Context: an optimization exercise on an open-source flow, tuned for small area. The choices shown serve that exercise and are no tape-out recipe. Function was checked by simulation only, so behaviour that the tests miss may differ from the original. The flow treats the clock pin as an ideal source. Dropping or thinning the clock tree relies on that and would not hold on a real chip. Power and IR drop assume default switching activity.

// LED_top
module LED_top (
    input clk,
    input rst,
    input btn1in,
    input btn2in,
    input btn3in,
    output A,
    output B,
    output C,
    output D,
    output R0,
    output G0,
    output B0,
    output R1,
    output G1,
    output B1,
    output OE,
    output LAT,
    output clk_shft
);
Size in the first run: ~210 cells after synthesis, ~36 flip-flops, roughly 18 I/O pins, ~1900 um2 of cells after synthesis.
Settings: LEC_CHECK=0, CAP_MARGIN=20, CORE_MARGIN=2, CORE_UTILIZATION=40, SLEW_MARGIN=20; clock period 12.0 ns.
standard.sh (not shown) runs the stock make flow with config.mk's settings and CLKGATE_MAP_FILE= SYNTH_SCRIPT=/design/flow/synth_recipe.tcl, a recipe that flattens the netlist after the stock synthesis.
==> flow/flow/run.sh <==
#!/bin/bash
# Own layout flow: the standard flow (standard.sh) with three changes:
#  - synthesis maps with an area-oriented ABC script (flow/abc_area.script,
#    selected by ABC_AREA=1); everything else in synthesis is unchanged, so
#    the registers are those of the standard synthesis;
#  - port buffers are sky130_fd_sc_hd__buf_1 (the ports carry light loads);
#  - the clock tree is three clkbuf_8, each driving a third of the flip-flops
#    (flow/manual_cts.tcl, in place of clock_tree_synthesis).
set -euo pipefail
here=$(pwd)
rm -rf "$here/scripts_own"
cp -r "$FLOW_HOME/scripts" "$here/scripts_own"
cp "$here/flow/abc_area.script" "$here/scripts_own/abc_area.script"
# clock tree: flow/manual_cts.tcl in place of clock_tree_synthesis
sed -i 's|^log_cmd clock_tree_synthesis {\*}\$cts_args$|source $::env(MANUAL_CTS_TCL)|' "$here/scripts_own/cts.tcl"
grep -q MANUAL_CTS_TCL "$here/scripts_own/cts.tcl"
bash "$here/standard.sh" \
    "SCRIPTS_DIR=$here/scripts_own" \
    ABC_AREA=1 \
    "BUFFER_PORTS_ARGS=-buffer_cell sky130_fd_sc_hd__buf_1" \
    "MANUAL_CTS_TCL=$here/flow/manual_cts.tcl" \
    finish > "$here/flow_make.log" 2>&1
==> flow/flow/abc_area.script <==
strash
dch
amap
topo
==> flow/flow/manual_cts.tcl <==
# Clock tree: the clock port drives cts_nbuf buffers (cts_cell), each driving the
# flip-flops of one vertical strip of the core (split by x at equal counts),
# placed at the centre of its flip-flops. detailed_placement in cts.tcl then
# legalizes them.
set cts_cell sky130_fd_sc_hd__clkbuf_8
set cts_nbuf 3
set block [ord::get_db_block]
set dbu [$block getDbUnitsPerMicron]
set loads {}
foreach p [get_pins -of_objects [get_nets clk] -filter "direction==input"] {
  set loc [[[sta::sta_to_db_pin $p] getInst] getLocation]
  lappend loads [list [lindex $loc 0] [lindex $loc 1] $p]
}
set loads [lsort -real -index 0 $loads]
set m [llength $loads]
for {set i 0} {$i < $cts_nbuf} {incr i} {
  set grp [lrange $loads [expr {$i * $m / $cts_nbuf}] [expr {($i + 1) * $m / $cts_nbuf - 1}]]
  set sx 0
  set sy 0
  set pins {}
  foreach g $grp {
    set sx [expr {$sx + [lindex $g 0]}]
    set sy [expr {$sy + [lindex $g 1]}]
    lappend pins [lindex $g 2]
  }
  set cx [expr {$sx / [llength $grp] / double($dbu)}]
  set cy [expr {$sy / [llength $grp] / double($dbu)}]
  insert_buffer -buffer_cell $cts_cell -net clk -load_pins $pins -location [list $cx $cy]
}
puts "manual clock tree: $cts_nbuf x $cts_cell for $m clock pins"
Edit:
--- a/flow/design.v
+++ b/flow/design.v
@@ -17,79 +17,80 @@
     output OE,
     output LAT,
     output clk_shft
 );
 reg [2:0] p;
 always @(posedge clk or posedge rst)
     if (rst) p <= 3'd0;
     else     p <= p + 3'd1;
 assign clk_shft = p[2];
 wire tick = (p == 3'd3);
-reg       x;
-reg [4:0] y;
-wire y24 = y[4] & y[3];                    
-always @(posedge clk or posedge rst)
-    if (rst) begin
-        x <= 1'b0;
-        y <= 5'd0;
+reg       h;
+reg [4:0] k;
+wire kwrap = h ? (k[4] & k[2] & k[1] & k[0]) : (k[4] & k[3] & k[0]);    
+wire cnt0  = k[4] & k[3] & k[0];                                       
+always @(posedge clk or posedge rst)
+    if (rst) begin
+        h <= 1'b0;
+        k <= 5'd25;
     end else begin
-        x <= x ^ tick;
-        y <= (tick && y24) ? 5'd0 : y + {4'd0, tick};
-    end
-wire h    = (y[0] == x) && (y != 5'd0);
-wire h_prev = ((y[0] == x) && (y[4:1] != 4'd0)) || (x && (y == 5'd0));
+        k <= (tick && kwrap) ? 5'd0 : k + {4'd0, tick};
+        h <= h ^ (tick && kwrap);
+    end
 reg [2:0] tile;
 reg [3:0] cm;
 reg [3:0] rm;
 wire t6     = tile[2] & tile[1];           
 wire t5     = tile[2] & tile[0];
 wire cmwrap = cm[3] & cm[0];               
 wire xmit   = t6 && (cm[2:0] == 3'd7);
 always @(posedge clk or posedge rst)
     if (rst) begin
         tile <= 3'd6;
         cm   <= 4'd8;
         rm   <= 4'd15;
     end else begin
         cm   <= (tick && cmwrap) ? {2'd0, t5, 1'b0} : cm + {3'd0, tick};
         tile <= (tick && cmwrap && t6) ? 3'd0 : tile + {2'd0, tick && cmwrap};
         rm   <= rm + {3'd0, tick && xmit};
     end
 assign {D, C, B, A} = rm;
 assign OE  = !(t6 && cm[3]);
 assign LAT = xmit;
-wire idle0 = cm[3] & rm[2] & tile[2] & tile[1] & (y == 5'd0);
-wire gend  = !cm[2] & cm[1] & !cm[0] & rm[3] & !rm[2] & rm[1] & rm[0] & !tile[1]
-             & !y[3] & !y[2] & !y[1];
+wire idle0 = (rm == 4'd15) && t6 && (cm == 4'd8) && cnt0;
+wire gend  = (rm == 4'd11) && (tile == 3'd4) && (cm == 4'd2) && cnt0;
 reg gx, R;
 always @(posedge clk or posedge rst)
     if (rst) begin
         gx <= 1'b0;
         R  <= 1'b0;
     end else if (tick) begin
         if (gend) gx <= 1'b1;
-        R <= idle0 || (R && !y[3]);    
-    end
-wire ready = R && !y[3];    
+        R <= idle0 || (R && !(k[2] && k[1] && k[0]));    
+    end
+wire ready = R && !(k[2] && k[1] && k[0]);    
 wire md    = !idle0;
 wire anybtn = btn1in | btn2in | btn3in;
-reg [1:0] d;
+reg [1:0] d;    
 always @(posedge clk or posedge rst)
     if (rst) d <= 2'd0;
-    else if (tick) begin
-        d[1] <= (!d[1] && d[0]) || (d[1] && anybtn);
-        d[0] <= !d[1] && (d[0] || (md && anybtn));
-    end
-wire shift = d[1] & d[0];
+    else if (tick)
+        case (d)
+            2'd0: d <= (md && anybtn) ? 2'd1 : 2'd0;
+            2'd1: d <= 2'd2;
+            default: d <= anybtn ? 2'd3 : 2'd0;
+        endcase
+wire shift = (d == 2'd2);
 wire Shift = shift | ready;
 reg [8:0] b;
 reg ls;
+wire h_prev = h ^ (k == 5'd0);
 always @(posedge clk or posedge rst)
     if (rst) begin
         b[1:0] <= 2'b01;
         ls     <= 1'b0;
     end else if (tick) begin
         ls <= Shift;
         if (ls) b[1:0] <= {b[0], b[1] ^ h_prev};
     end
 always @(posedge clk)
     if (tick && ls) b[8:2] <= b[7:1];
- The new run finished clean
- global-route usage shrinks by 0.17 points
- maximum frequency grows by 1.4%
- cell area grows by 2.7%
- worst setup slack improves by 60 ps
- clock skew is about the same
- worst hold slack improves by 20 ps
- critical path depth shrinks by 1
- routed wire length grows by 4.1%
- core utilization grows by 0.60 points
- die area grows by 2.0%
- power shrinks by 4.0%
In every run of this note, the design's own scripts or RTL, not TritonCTS, make the clock network.

afterwards: timing with drivers on the ports:
The flow's constraints put no driver on any port. The routed layouts listed below were extracted and timed again, unchanged, in two steps.
Step 1 (the two cells are an assumption about what drives the block):
set clk [get_ports {clk}]
set_driving_cell -lib_cell sky130_fd_sc_hd__clkbuf_16 $clk
set_driving_cell -lib_cell sky130_fd_sc_hd__buf_2 [delete_from_list [all_inputs] $clk]
Step 2 adds t to the input delays and takes it off the output delays; t is the mean of the earliest and latest rising clock arrival at the registers after step 1. Input paths then give back, and output paths get back, about the clock's delay inside the block.
Slacks: ideal ports / drivers / drivers and shift; pairs: ideal ports / drivers.
| run | t, ns | setup WS [ns] | clock arrival spread, ns |
|---|---|---|---|
| the first run | 0.187 | 7.754 / 7.709 / 7.896 | 0.012 / 0.012 |
| the second run | 0.182 | 7.813 / 7.772 / 7.954 | 0.014 / 0.013 |
After both steps every run listed still meets setup and hold.
